This is an optimization exercise on Yosys and OpenROAD, whose aim is small area, a short achievable clock period and few clock cycles, not a production implementation. The RTL was checked by simulation tests, not by an equivalence proof against the original design. No activity file was given, so power comes from the tool's default toggle rates.

==> flow/config.mk <==
export PLATFORM = sky130hd
export DESIGN_NAME = cpu
export DESIGN_NICKNAME = cpu
export VERILOG_FILES = /design/flow/design.v
export SDC_FILE = /design/flow/constraint.sdc
export NUM_CORES = 4
export LEC_CHECK = 0
export CAP_MARGIN = 20
export CORE_MARGIN = 2
export CORE_UTILIZATION = 40
export CTS_CLUSTER_DIAMETER = 80
export CTS_CLUSTER_SIZE = 24
export PLACE_DENSITY = 0.5
export SLEW_MARGIN = 20
export SETUP_SLACK_MARGIN = 10
==> flow/design.v <==
module regfile(
    input clk, rst,
    input we,
    input [4:0] wa,
    input [31:0] wd,
    input [3:0] ra1h, ra2h,      
    input [7:0] ra1l, ra2l,      
    output reg [31:0] rd1, rd2
);
reg [31:0] r [1:31];
reg [31:1] v;
always @(posedge clk) begin
    if (rst) v <= 31'd0;
    else if (we && wa != 5'd0) v[wa] <= 1'b1;
end
always @(posedge clk) begin
    if (we && wa != 5'd0) r[wa] <= wd;
end
reg [31:0] s1, s2;
always @(*) begin
    for (integer i = 0; i < 32; i = i + 1) begin
        s1[i] = ra1h[i / 8] & ra1l[i % 8];
        s2[i] = ra2h[i / 8] & ra2l[i % 8];
    end
end
always @(*) begin
    rd1 = 32'd0;
    rd2 = 32'd0;
    for (integer i = 1; i < 32; i = i + 1) begin
        rd1 = rd1 | ({32{s1[i] & v[i]}} & r[i]);
        rd2 = rd2 | ({32{s2[i] & v[i]}} & r[i]);
    end
end
endmodule
module cpu(
    input clk, rst,
    output [31:0] imem_addr,
    input  [31:0] imem_rdata,
    output [31:0] dmem_addr,
    output [31:0] dmem_wdata,
    output        dmem_we,
    input  [31:0] dmem_rdata
);
reg  [31:2] pc_F;
reg  [31:0] ir_D;
reg  [3:0]  rsh_D, rth_D;
reg  [7:0]  rsl_D, rtl_D;
reg  [31:0] a_E, b_E;
reg  [15:0] imm_E;
reg  [29:0] alt_E;       
reg         fwdA_E, fwdB_E, sBI_E, sBF_E, sBR_E;
reg         sub_E, rSum_E, rAnd_E, rOr_E, rXor_E, rShl_E, rShr_E;
reg         wr_E, ld_E, st_E, br_E, bne_E, pt_E, jr_E;
reg  [4:0]  rd_E;
reg  [31:0] res_M, sd_M;
reg  [4:0]  rd_M;
reg         wr_M, ld_M, st_M;
assign imem_addr = {pc_F, 2'b00};
wire [31:2] pc4_F = pc_F + 30'd1;
wire [31:2] pcS_F = pc_F + {29'd0, !stall};    
wire        jF    = imem_rdata[31:27] == 5'b00001;    
wire [31:2] jT_F  = {pc_F[31:28], imem_rdata[25:0]};
wire [5:0] opc = ir_D[31:26];
wire [4:0] rs  = ir_D[25:21];
wire [4:0] rt  = ir_D[20:16];
wire [4:0] rdf = ir_D[15:11];
wire [5:0] fn  = ir_D[5:0];
wire [15:0] imm = ir_D[15:0];
wire isR   = opc == 6'h00;
wire isJR  = isR && fn == 6'h08;
wire isSh  = isR && (fn == 6'h00 || fn == 6'h02);
wire isJ   = opc == 6'h02;
wire isJAL = opc == 6'h03;
wire isBEQ = opc == 6'h04;
wire isBNE = opc == 6'h05;
wire isBr  = isBEQ || isBNE;
wire isLW  = opc == 6'h23;
wire isSW  = opc == 6'h2B;
wire isImm = opc[5:3] == 3'b001;    
wire usesRs = !(isSh || isJ || isJAL);
wire usesRt = isR || isBr || isSW;
wire useImm = !(isR || isBr);
reg [2:0] op_D;
always @(*) begin
    op_D = 3'd0;
    if (isR) begin
        case (fn)
        6'h22: op_D = 3'd1;
        6'h24: op_D = 3'd2;
        6'h25: op_D = 3'd3;
        6'h26: op_D = 3'd4;
        6'h00: op_D = 3'd5;
        6'h02: op_D = 3'd6;
        default: op_D = 3'd0;
        endcase
    end else if (isImm) begin
        case (opc[2:0])
        3'd4: op_D = 3'd2;
        3'd5: op_D = 3'd3;
        3'd6: op_D = 3'd4;
        default: op_D = 3'd0;
        endcase
    end
end
wire [4:0] dst_D = isR ? rdf : isJAL ? 5'd31 : rt;
wire wr_D = (isR && !isJR || isImm || isLW || isJAL) && dst_D != 5'd0;
wire [31:0] rf1, rf2;
wire        wr_WB = wr_M;
wire [31:0] wb_M  = ld_M ? dmem_rdata : res_M;
regfile regfile(.clk(clk), .rst(rst), .we(wr_WB), .wa(rd_M), .wd(wb_M),
                .ra1h(rsh_D), .ra1l(rsl_D), .ra2h(rth_D), .ra2l(rtl_D),
                .rd1(rf1), .rd2(rf2));
wire exA = wr_E && rd_E == rs;
wire exB = wr_E && rd_E == rt;
wire mA  = wr_M && rd_M == rs;
wire mB  = wr_M && rd_M == rt;
wire [31:0] valA = mA ? wb_M : rf1;
wire [31:0] valB = mB ? wb_M : rf2;
wire stall = ld_E && (usesRs && exA || usesRt && exB);
wire [31:2] brT  = pc_F + {{14{imm[15]}}, imm};
wire [31:2] link = {pc_F[31:28] + {3'd0, ir_D[25:0] == 26'd0}, ir_D[25:0]};
wire        predT = isBr && (imm[15] || isBEQ && rs == rt);
wire        redirD = predT;
wire [31:2] tgtD = brT;
wire [31:0] a  = fwdA_E ? res_M : a_E;
wire [31:0] bv = fwdB_E ? res_M : b_E;
wire [31:0] bo = ({32{sBI_E}} & {{16{imm_E[15]}}, imm_E}) |
                 ({32{sBF_E}} & res_M) | ({32{sBR_E}} & b_E);
wire [4:0]  sh = imm_E[10:6];
wire [31:0] sum  = a + (bo ^ {32{sub_E}}) + {31'd0, sub_E};
wire [31:0] x    = a ^ bo;
reg  [31:0] bvr, shr, shrr;
always @(*) begin
    for (integer i = 0; i < 32; i = i + 1) bvr[i] = bv[31 - i];
    shr = (rShl_E ? bvr : bv) >> sh;
    for (integer i = 0; i < 32; i = i + 1) shrr[i] = shr[31 - i];
end
wire [31:0] res_E = ({32{rSum_E}} & sum) | ({32{rAnd_E}} & (a & bo)) |
                    ({32{rOr_E}} & (a | bo)) | ({32{rXor_E}} & x) |
                    ({32{rShl_E}} & shrr) | ({32{rShr_E}} & shr);
wire eq = ~|x;       
wire taken = bne_E ^ eq;
wire mispE = br_E && (taken != pt_E) || jr_E;
assign dmem_addr  = res_M;
assign dmem_wdata = sd_M;
assign dmem_we    = st_M;
wire [31:2] pcA  = mispE ? (jr_E ? a[31:2] : alt_E) : (redirD && !stall) ? tgtD : pcS_F;
wire        takeJ = jF && !(mispE || stall || redirD || rst);
always @(posedge clk) begin
    if (takeJ) pc_F <= jT_F;
    else if (rst) pc_F <= 30'd32;
    else pc_F <= pcA;
end
always @(posedge clk) begin
    if (rst || mispE || (!stall && redirD)) begin
        ir_D <= 32'd0;
        rsh_D <= 4'd1; rsl_D <= 8'd1; rth_D <= 4'd1; rtl_D <= 8'd1;
    end else if (!stall) begin
        ir_D <= jF ? {imem_rdata[31:26], pc4_F[27:2]} : imem_rdata;
        rsh_D <= 4'd1 << imem_rdata[25:24];
        rsl_D <= 8'd1 << imem_rdata[23:21];
        rth_D <= 4'd1 << imem_rdata[20:19];
        rtl_D <= 8'd1 << imem_rdata[18:16];
    end
end
always @(posedge clk) begin
    if (rst || mispE || stall) begin
        wr_E <= 1'b0; ld_E <= 1'b0; st_E <= 1'b0; br_E <= 1'b0; jr_E <= 1'b0;
    end else begin
        wr_E <= wr_D; ld_E <= isLW; st_E <= isSW; br_E <= isBr; jr_E <= isJR;
    end
    a_E      <= isJAL ? {link, 2'b00} : valA;
    b_E      <= valB;
    imm_E    <= isJAL ? 16'd0 : imm;
    fwdA_E   <= exA && !isJAL;
    fwdB_E   <= exB;
    sBI_E    <= useImm;
    sBF_E    <= !useImm && exB;
    sBR_E    <= !useImm && !exB;
    sub_E    <= op_D == 3'd1;
    rSum_E   <= op_D[2:1] == 2'd0;
    rAnd_E   <= op_D == 3'd2;
    rOr_E    <= op_D == 3'd3;
    rXor_E   <= op_D == 3'd4;
    rShl_E   <= op_D == 3'd5;
    rShr_E   <= op_D == 3'd6;
    rd_E     <= dst_D;
    bne_E    <= isBNE;
    pt_E     <= predT;
    alt_E    <= predT ? pc_F : brT;
end
always @(posedge clk) begin
    if (rst) begin
        wr_M <= 1'b0; ld_M <= 1'b0; st_M <= 1'b0;
    end else begin
        wr_M <= wr_E; ld_M <= ld_E; st_M <= st_E;
    end
    res_M <= res_E;
    sd_M  <= bv;
    rd_M  <= rd_E;
end
endmodule
==> flow/flow/run.sh <==
#!/bin/bash
# Standard layout, with timing repair asked for more setup slack than the
# clock period needs, so that the layout reaches a shorter period.
set -e
cp standard.sh standard_sh.txt
cp config.mk config_orig.txt
echo "export SETUP_SLACK_MARGIN = ${MARGIN:-10}" >> config.mk
bash standard.sh > standard.log 2>&1
==> flow/constraint.sdc <==
create_clock -name core_clock -period 14.0 [get_ports {clk}]
set_input_delay 2.8000 -clock core_clock [delete_from_list [all_inputs] [get_ports {clk}]]
set_output_delay 2.8000 -clock core_clock [all_outputs]
set_load 0.01 [all_outputs]
==> flow/standard.sh <==
#!/bin/bash
# synth_recipe.tcl (not shown) runs the flow's synth.tcl, then flattens the netlist and writes it again
# the make line also repeats each setting of config.mk as NAME=value (left out here)
make -C /OpenROAD-flow-scripts/flow DESIGN_CONFIG=/design/flow/config.mk WORK_HOME=/design/flow/orfs CLKGATE_MAP_FILE= SYNTH_SCRIPT=/design/flow/synth_recipe.tcl "${@:-finish}"
==> results of run 1 <==
[sequential cells by signal, summed over array words and instances (netlist names), 4 cells and up]
name / cells
rth_D: 4
rtl_D: 8
rd_M: 5
pc_F: 30
res_M: 32
regfile.r: 992
ir_D: 32
sd_M: 32
b_E: 32
a_E: 32
rd_E: 5
alt_E: 30
rsh_D: 4
imm_E: 16
rsl_D: 8
regfile.v: 31
[path summary, 6_finish.rpt]
path | slack (ns) | to | from | cells past startpoint
worst max register to register | 10.02 | pc_F[15] | sBR_E | 16
worst min register to register | 0.42 | rd_M[0] | rd_E[0] | 0
worst max-delay path | 9.78 | imem_addr[31] | pc_F[31] | 1
worst min-delay path | 0.42 | rd_M[0] | rd_E[0] | 0
[power by group through the flow]
stage | Clock [mW] | Combinational [mW] | Sequential (mW)
floorplan | 0 | 0.423 | 4.53
global placement | 0 | 0.759 | 4.59
detailed placement | 0 | 0.757 | 4.59
CTS | 2.91 | 0.889 | 4.47
global route | 3.04 | 1.01 | 4.47
finish | 2.90 | 0.977 | 4.47
[final cells by class]
type | instances | share of cell area
clock inverters | 60 | 0.01109
clock buffers | 93 | 0.03064
flip-flops and latches | 1315 | 0.5048
diodes | 6 | 0.0002072
repair buffers | 465 | 0.05720
repair inverters | 2 | 0.0002072
inverters | 98 | 0.005336
well taps | 2058 | 0.03554
multi-input cells | 3410 | 0.3550
[routing by layer]
metal  share of wire  vias up
met5         0.00091        -
met4           0.089       18
met3            0.13     1324
met2            0.43     4919
met1            0.35    26780
li1                -    21240
[per-stage QoR]
step,hold slack [ns],utilization
final,0.4174,0.4638
after global routing,0.4239,0.4637
after CTS,0.4192,0.4555
after detailed placement,0.4047,0.4277
after global placement,0.3917,0.4277
after floorplan,0.3746,-
[placed cells by master (no fill, tap or decap), drive strengths merged, types with 13 or more instances in the layout]
cell type | Yosys | routed
a211oi | 38 | 38
a21o | 27 | 27
a21oi | 223 | 223
a221oi | 261 | 261
a222oi | 79 | 79
a22o | 252 | 252
a22oi | 430 | 430
a31oi | 21 | 21
and3 | 79 | 79
buf | 76 | 396
clkbuf | 368 | 98
clkdlybuf4s50 | 0 | 64
clkinv | 1 | 19
dfxtp | 319 | 319
edfxtp | 996 | 996
ha | 140 | 140
inv | 97 | 127
mux2 | 103 | 103
mux2i | 114 | 114
mux4 | 32 | 32
nand2 | 266 | 267
nand2b | 24 | 24
nand3 | 100 | 100
nand4 | 169 | 169
nor2 | 300 | 300
nor2b | 28 | 28
nor3 | 106 | 106
nor3b | 15 | 15
nor4 | 30 | 30
o211ai | 25 | 25
o21ai | 224 | 224
o31ai | 13 | 13
xnor2 | 92 | 92
xor2 | 64 | 64
[logic make-up (layout without fill, tap and decap cells)]
family,after synthesis,after routing,synth area share
AOI/OAI and AO/OA,1682,1683,0.1983
other,1,8,0.00005968
and+or+nand+nor,1177,1178,0.09253
adders and majority gates,142,142,0.02851
muxes,249,249,0.04808
xor gates and xnor gates,156,156,0.02174
DFF,1315,1315,0.5776
buffers and inverters,542,718,0.03321
[timing repair]
item	4_1_cts	5_1_grt
pin swaps	13	37
cloned	3	8
hold buffers	0	0
setup endpoints to repair	241	236
resized for setup	686	129
buffers inserted	92	51
==> notes.md, run 1 <==
- Outcome: complete, no violations
- Worst Path Max Fanout: 2
- P_leak: around 25 nW
- Setup TNS: 0 ns
- HPWL Detailed: roughly 190 mm
- Net count, final: approximately 5600
- Slew headroom: 0.1159
- Sequential Area: approximately 37000 sq um
- Number of global-route vias before repair: about 50000
- Internal power: ~6 mW
- Post-synth top area share: 0.4759
- Synth async-reset ratio: 0
- Htree depth: 3
- Synth Flop Type: edfxtp_1
- Largest buffer count on any clock path: 3
- Count leader, synth: edfxtp_1
- Element type at the critical path end: primary output
- Post-Syn Area: around 63000 sq um
- Reg power frac: 0.535
- Grt met1 use: 0.4730
- Cell family with most CP delay: flip-flops
- Vias/cell: roughly 7.2
- Startpoint Class: register
- Peak Freq: approximately 0.24 GHz
- Global route total overflow: 0
- WL/cell: 44.10 um
- Die width: about 400 um
- Final Non-Filler Cells: 7507
- Logic pwr share: 0.117
- Starting Density: 0.4023
- First-pass GRT wire length: around 440 mm
- Gate Count Post-Synth: between 5000 and 6000
- Placed Cells: between 7000 and 8000
- Syn-to-layout area delta: 15.29%
- Worst-case vdd ir drop: 0.09389 mV
- GR Util met2: 0.6044
- WP data required: ~11 ns
- Seq/Total Area, Yosys: 0.5776
- DRC viols: 0
- Max Slew Vio Count: 0
- EDFF count, synth: between 900 and 1000
- Die Area: between 150000 and 200000 sq um
- Worst endpoint data arrival time: approximately 1.4 ns
- Total power: 8.351 mW
- Clk sinks: approximately 1300
- Worst setup margin: 9.779 ns
- Via count: between 50000 and 60000
- Fin. Hold Viols: 0
- GRT Util Overall: 0.3947
- Sw Share: 0.2810
- Top cell type by total area after synthesis: edfxtp_1
- Finished Cell Area: between 70000 and 80000 sq um
- Initial DRT Pass Iterations: 12
- Fillers: 14190
- Initial antenna violation count: 20
- Root buf cell: clkbuf_16
- Worst skew pair latency: 0.78 ns
- Placeable Area: approximately 160000 sq um
- Top cells by count, synth: edfxtp_1, a22oi_1, clkbuf_1
- CTS buffer count: 86
- CP max stage cell: edfxtp_1
- Met3 usage: 0.1212
- Rows: ~150
- Layout cells sized above 1: 0.1874
- Worst path bufs/invs: 1
- Clock power frac: 0.348
- Worst hold path type: reg2reg
- Grt peak-use layer: met2
- PortBufs: 160
- CTS tree: yes
- Crit path kind: reg2out
- Synth cell types: 90
- Tmin final: roughly 4.2 ns
- Top post-synthesis cells by area: edfxtp_1, dfxtp_1, a22oi_1
- Tcrit/Tclk final: 0.3015
- Die height: 400.4 um
- DRT Wirelength: 331.0 mm
- Mean Syn Cell Area: roughly 12 sq um
- Detail Route Antenna Nets: 0
- PwrDens: between 100 and 150 nW/um^2
- Max_cap viols: 0
- Pin count of the biggest net entering global routing: 70
- Multi-input logic area: about 26000 sq um
- Setup violations, final: 0
- Pre-CTS WS: between 8 and 9 ns
- CP cell instances: buf_2
- Cell Area, Placed: approximately 67000 sq um
- Synthesis Warnings: 2
- I/O pins: 163
- GPL Wtd Cong: 0.9656
- RSZ-0062 raised after global routing: true
- DRT iter0 DRCs: around 10000
- Net switching power: roughly 2.3 mW
- Least-Margin Pin Slew: about 1.3 ns
- #FFs+latches synth: between 1000 and 1500
- Clk slew on worst S/H paths: roughly 0.090 ns
- Fin Clk Skew: 0.05213 ns
- Largest stage delay on the critical path: 0.48 ns
Testbench counts, summed over its fixed seeds: cycles 61,867.
==> inputs of run 2 (changes only) <==
--- a/flow/design.v
+++ b/flow/design.v
@@ -50,7 +50,7 @@
 reg  [29:0] alt_E;       
 reg         fwdA_E, fwdB_E, sBI_E, sBF_E, sBR_E;
 reg         sub_E, rSum_E, rAnd_E, rOr_E, rXor_E, rShl_E, rShr_E;
-reg         wr_E, ld_E, st_E, br_E, bne_E, pt_E, jr_E;
+reg         wr_E, ld_E, st_E, br_E, bne_E, pt_E;
 reg  [4:0]  rd_E;
 reg  [31:0] res_M, sd_M;
 reg  [4:0]  rd_M;
@@ -116,12 +116,14 @@
 wire mB  = wr_M && rd_M == rt;
 wire [31:0] valA = mA ? wb_M : rf1;
 wire [31:0] valB = mB ? wb_M : rf2;
-wire stall = ld_E && (usesRs && exA || usesRt && exB);
+wire stall = (ld_E && (usesRs && exA || usesRt && exB)) ||
+             (isJR && (exA || ld_M && mA));
 wire [31:2] brT  = pc_F + {{14{imm[15]}}, imm};
 wire [31:2] link = {pc_F[31:28] + {3'd0, ir_D[25:0] == 26'd0}, ir_D[25:0]};
 wire        predT = isBr && (imm[15] || isBEQ && rs == rt);
-wire        redirD = predT;
-wire [31:2] tgtD = brT;
+wire        redirD = isJR || predT;
+wire [31:0] jrv  = mA ? res_M : rf1;    
+wire [31:2] tgtD = predT ? brT : jrv[31:2];
 wire [31:0] a  = fwdA_E ? res_M : a_E;
 wire [31:0] bv = fwdB_E ? res_M : b_E;
 wire [31:0] bo = ({32{sBI_E}} & {{16{imm_E[15]}}, imm_E}) |
@@ -140,11 +142,11 @@
                     ({32{rShl_E}} & shrr) | ({32{rShr_E}} & shr);
 wire eq = ~|x;       
 wire taken = bne_E ^ eq;
-wire mispE = br_E && (taken != pt_E) || jr_E;
+wire mispE = br_E && (taken != pt_E);
 assign dmem_addr  = res_M;
 assign dmem_wdata = sd_M;
 assign dmem_we    = st_M;
-wire [31:2] pcA  = mispE ? (jr_E ? a[31:2] : alt_E) : (redirD && !stall) ? tgtD : pcS_F;
+wire [31:2] pcA  = mispE ? alt_E : (redirD && !stall) ? tgtD : pcS_F;
 wire        takeJ = jF && !(mispE || stall || redirD || rst);
 always @(posedge clk) begin
     if (takeJ) pc_F <= jT_F;
@@ -165,9 +167,9 @@
 end
 always @(posedge clk) begin
     if (rst || mispE || stall) begin
-        wr_E <= 1'b0; ld_E <= 1'b0; st_E <= 1'b0; br_E <= 1'b0; jr_E <= 1'b0;
+        wr_E <= 1'b0; ld_E <= 1'b0; st_E <= 1'b0; br_E <= 1'b0;
     end else begin
-        wr_E <= wr_D; ld_E <= isLW; st_E <= isSW; br_E <= isBr; jr_E <= isJR;
+        wr_E <= wr_D; ld_E <= isLW; st_E <= isSW; br_E <= isBr;
     end
     a_E      <= isJAL ? {link, 2'b00} : valA;
     b_E      <= valB;
==> run 2 against run 1 <==
Compared with the run above: power up 0.20%; critical endpoint is now pc_F[30]; via count grew 1.6%; largest power group unchanged; fmax is 1.2% lower; hold slack worse by 0.032 ns; largest cell class unchanged; critical path type is now reg2reg.
==> notes.md, run 2 <==
- Worst path depth: 10
- CP cell instances: and3_2 > buf_4 > a22o_1 > a221oi_1 > nand3_1 > or4_1 > o211ai_1 > a211oi_4 > a222oi_1 > o21ai_1
- Fin Clk Skew: 0.04344 ns
- Setup TNS: 0 ns
- Starting Density: 0.4024
- Cell Area, Placed: 66810 sq um
- Worst setup margin: roughly 10 ns
- Worst hold path type: reg2reg
- Max Slew Vio Count: 0
- DRT iter0 DRCs: ~11000
- Tcrit/Tclk final: 0.3050
- DRT Wirelength: roughly 330 mm
- Hold-fix buffers at CTS: 0
- Finished Cell Area: slightly above 70000 sq um
- WP data required: around 14 ns
- Worst path bufs/invs: 1
- Die Area: roughly 160000 sq um
- Synth Area in XOR/XNOR: 0.02313
- Reg2reg start: rsh_D[2]
- Crit path from: rsh_D[2]
- Cell family with most CP delay: compound AO/OA/AOI/OAI gates
- Startpoint Class: register
- Mean Syn Cell Area: ~12 sq um
- Post-synth top area share: 0.4758
- First-pass GRT wire length: roughly 440 mm
- Die height: 400.4 um
- Placed Cells: around 7200
- GRT Util Overall: 0.3997
- EDFF count, synth: roughly 1000
- Peak Freq: about 0.23 GHz
- Initial DRT Pass Iterations: 10
- Top cells by count, synth: edfxtp_1, a22oi_1, clkbuf_1
- Slew headroom: 0.1430
- PortBufs: 160
- Largest stage delay on the critical path: between 0.7 and 0.8 ns
- Htree depth: 3
- RSZ-0062 raised after global routing: true
- Gate Count Post-Synth: around 5300
- Tmin final: 4.270 ns
- Synth cell types: 85
- Reg-to-Reg End: pc_F[30]
- Final Non-Filler Cells: 7500
- Initial antenna violation count: 20
- Fin. Hold Viols: 0
- Post-Syn Area: approximately 63000 sq um
- Crit path kind: reg2reg
- Worst-case vdd ir drop: around 0.096 mV
- Outcome: complete, no violations
- CTS buffer count: 81
- Pin count of the biggest net entering global routing: 78
- R2R cell count: 10
- Worst endpoint data arrival time: around 4.8 ns
- Post-synthesis compound-gate area fraction: 0.1988
- Pre-CTS WS: 8.148 ns
- CP max stage cell: or4_1
- Vias/cell: about 7.4
- PwrDens: 116.9 nW/um^2
- Synthesis Warnings: 2
- Detail Route Antenna Nets: 0
- Count leader, synth: edfxtp_1
- Post-synthesis mux area share: 0.04287
- Placeable Area: approximately 160000 sq um
- Biggest register: regfile.r
- Top post-synthesis cells by area: edfxtp_1, dfxtp_1, a22oi_1
- Syn-to-layout area delta: 13.84%
- Die width: 400.4 um
- Via count: about 55000
- Worst skew pair latency: between 0.7 and 0.8 ns
- #FFs+latches synth: 1314
- Clk slew on worst S/H paths: roughly 0.10 ns
- I/O pins: between 150 and 200
- Least-Margin Pin Slew: between 1 and 1.5 ns
- DRC viols: 0
- Commonest non-fill, non-tap cell in the layout: edfxtp_1
- P_leak: ~25 nW
- Top cell type by total area after synthesis: edfxtp_1
- Max reg flops: 992
- CTS tree: yes
- Largest family of logic cells by synthesized area: compound AO/OA/AOI/OAI gates
- Most frequent cells in the layout: edfxtp_1, a22oi_1, nor2_1, nand2_1, buf_4
- Largest buffer count on any clock path: 3
- Total power: around 8.4 mW
- WL/cell: roughly 44 um
- Net count, final: between 5000 and 6000
- Worst Setup EP: pc_F[30]
- Rows: around 150
- GPL Wtd Cong: 0.9622
- Setup violations, final: 0
- Seq/Total Area, Yosys: 0.5771
- Element type at the critical path end: register
- HPWL Detailed: 191.2 mm
- Adder-Cell Fraction of Synth Area: 0.02870
- Clk sinks: ~1300
- Synth Area in Simple Gates: 0.09518
- Synth async-reset ratio: 0
- Global route total overflow: 0
- Layout cells sized above 1: 0.1680
- R2R setup slack: 9.73 ns
- Number of global-route vias before repair: about 51000
- Synth Flop Type: edfxtp_1
- Worst Path Max Fanout: 19
- Max_cap viols: 0
- Root buf cell: clkbuf_16
==> run 2: cell count changes in the layout (fill, tap and decap cells not counted), sizes merged, moves of 27 or more <==
cell and change:
nand3 +60, a22oi +31, nand4 -31, nor2 +29
buf -27, o21ai -27
==> run 2: worst reg2reg max path, cell delays in order, from the launching register on <==
cell,delay (ns)
dfxtp_1,0.46
and3_2,0.65
buf_4,0.53
a22o_1,0.28
a221oi_1,0.25
nand3_1,0.10
or4_1,0.74
o211ai_1,0.38
a211oi_4,0.15
a222oi_1,0.37
o21ai_1,0.11
==> run 2: metrics by stage <==
step / hold slack, ns / util
finish: 0.3854 / 0.4581
global route: 0.4042 / 0.4580
CTS: 0.3856 / 0.4535
detailed placement: 0.3871 / 0.4277
global placement: 0.3879 / 0.4276
floorplan: 0.3746 / -
==> run 2: cell families (layout without fill, tap and decap cells) <==
| family | after synthesis | after routing |
|---|---|---|
| xor+xnor | 166 | 166 |
| fa+ha+maj | 143 | 143 |
| mux | 216 | 216 |
| compound gates | 1688 | 1689 |
| flops | 1314 | 1314 |
| simple gates | 1222 | 1223 |
| other cells | 1 | 10 |
| buf+inv | 564 | 681 |
==> run 2: worst min-delay path by stage <==
stage              end  startpoint  cells past startpoint
4_1_cts        rd_M[1]     rd_E[1]                      0
2_1_floorplan  rd_M[0]     rd_E[0]                      0
6_report       rd_M[3]     rd_E[3]                      0
3_3_place_gp   rd_M[1]     rd_E[1]                      0
3_5_place_dp   rd_M[1]     rd_E[1]                      0
5_1_grt        rd_M[3]     rd_E[3]                      0
==> run 2: timing repair <==
item                       4_1_cts  5_1_grt
cloned                           4        2
setup endpoints to repair      200      201
pin swaps                       16       19
resized for setup              677       88
buffers inserted                94       26
==> run 2: power breakdown <==
group	switching, mW	internal [mW]
combinational	0.775	0.340
clock	1.52	1.20
sequential	0.0969	4.44
==> run 2: layout make-up <==
type	instances	area, sq um
antenna	8	20.02
clock buffer	89	2088
clock inverter	50	595.6
fill	14330	84640
inverter	106	407.9
multi-input combinational	3439	25350
sequential	1314	36540
tap	2058	2575
timing repair buffer	436	3994
==> run 2: per-layer routing <==
layer,vias up,GRT usage,part of all wire
li1,21300,-,-
met1,27480,0.5046,0.36
met2,5011,0.5919,0.42
met3,1345,0.1315,0.14
met4,20,0.2487,0.079
met5,-,0,0.00043
Testbench counts of run 2, summed over its fixed seeds: cycles 61,093.

## re-timing with driven ports
How much do the figures lean on ideal ports? The routed layouts below were timed once more, with nothing changed but the port constraints.
Step 1 (the two cells are an assumption about what drives the block):
set clk [get_ports {clk}]
set_driving_cell -lib_cell sky130_fd_sc_hd__clkbuf_16 $clk
set_driving_cell -lib_cell sky130_fd_sc_hd__buf_2 [delete_from_list [all_inputs] $clk]
Step 2 moves the port delays by t, midway between the first and last clock arrival at a register: inputs arrive t later, outputs are due t later. That takes back most of the time a late clock gives input paths.
a / b / c = ideal / step 1 / step 2; a / b = the first two.
| run | t, ns | slack for setup (ns) | hold slack, ns | pins driven straight from the clock port |
|---|---|---|---|---|
| run 1 | 0.833 | 9.779 / 9.700 / 9.266 | 0.417 / 0.417 / 0.417 | 1 |
| run 2 | 0.818 | 9.730 / 9.730 / 9.252 | 0.385 / 0.385 / 0.385 | 1 |
After both steps every run listed still meets setup and hold. The setup slack of run 1, which loses most, moves by -0.079 ns with the drivers and by -0.513 ns with both steps.
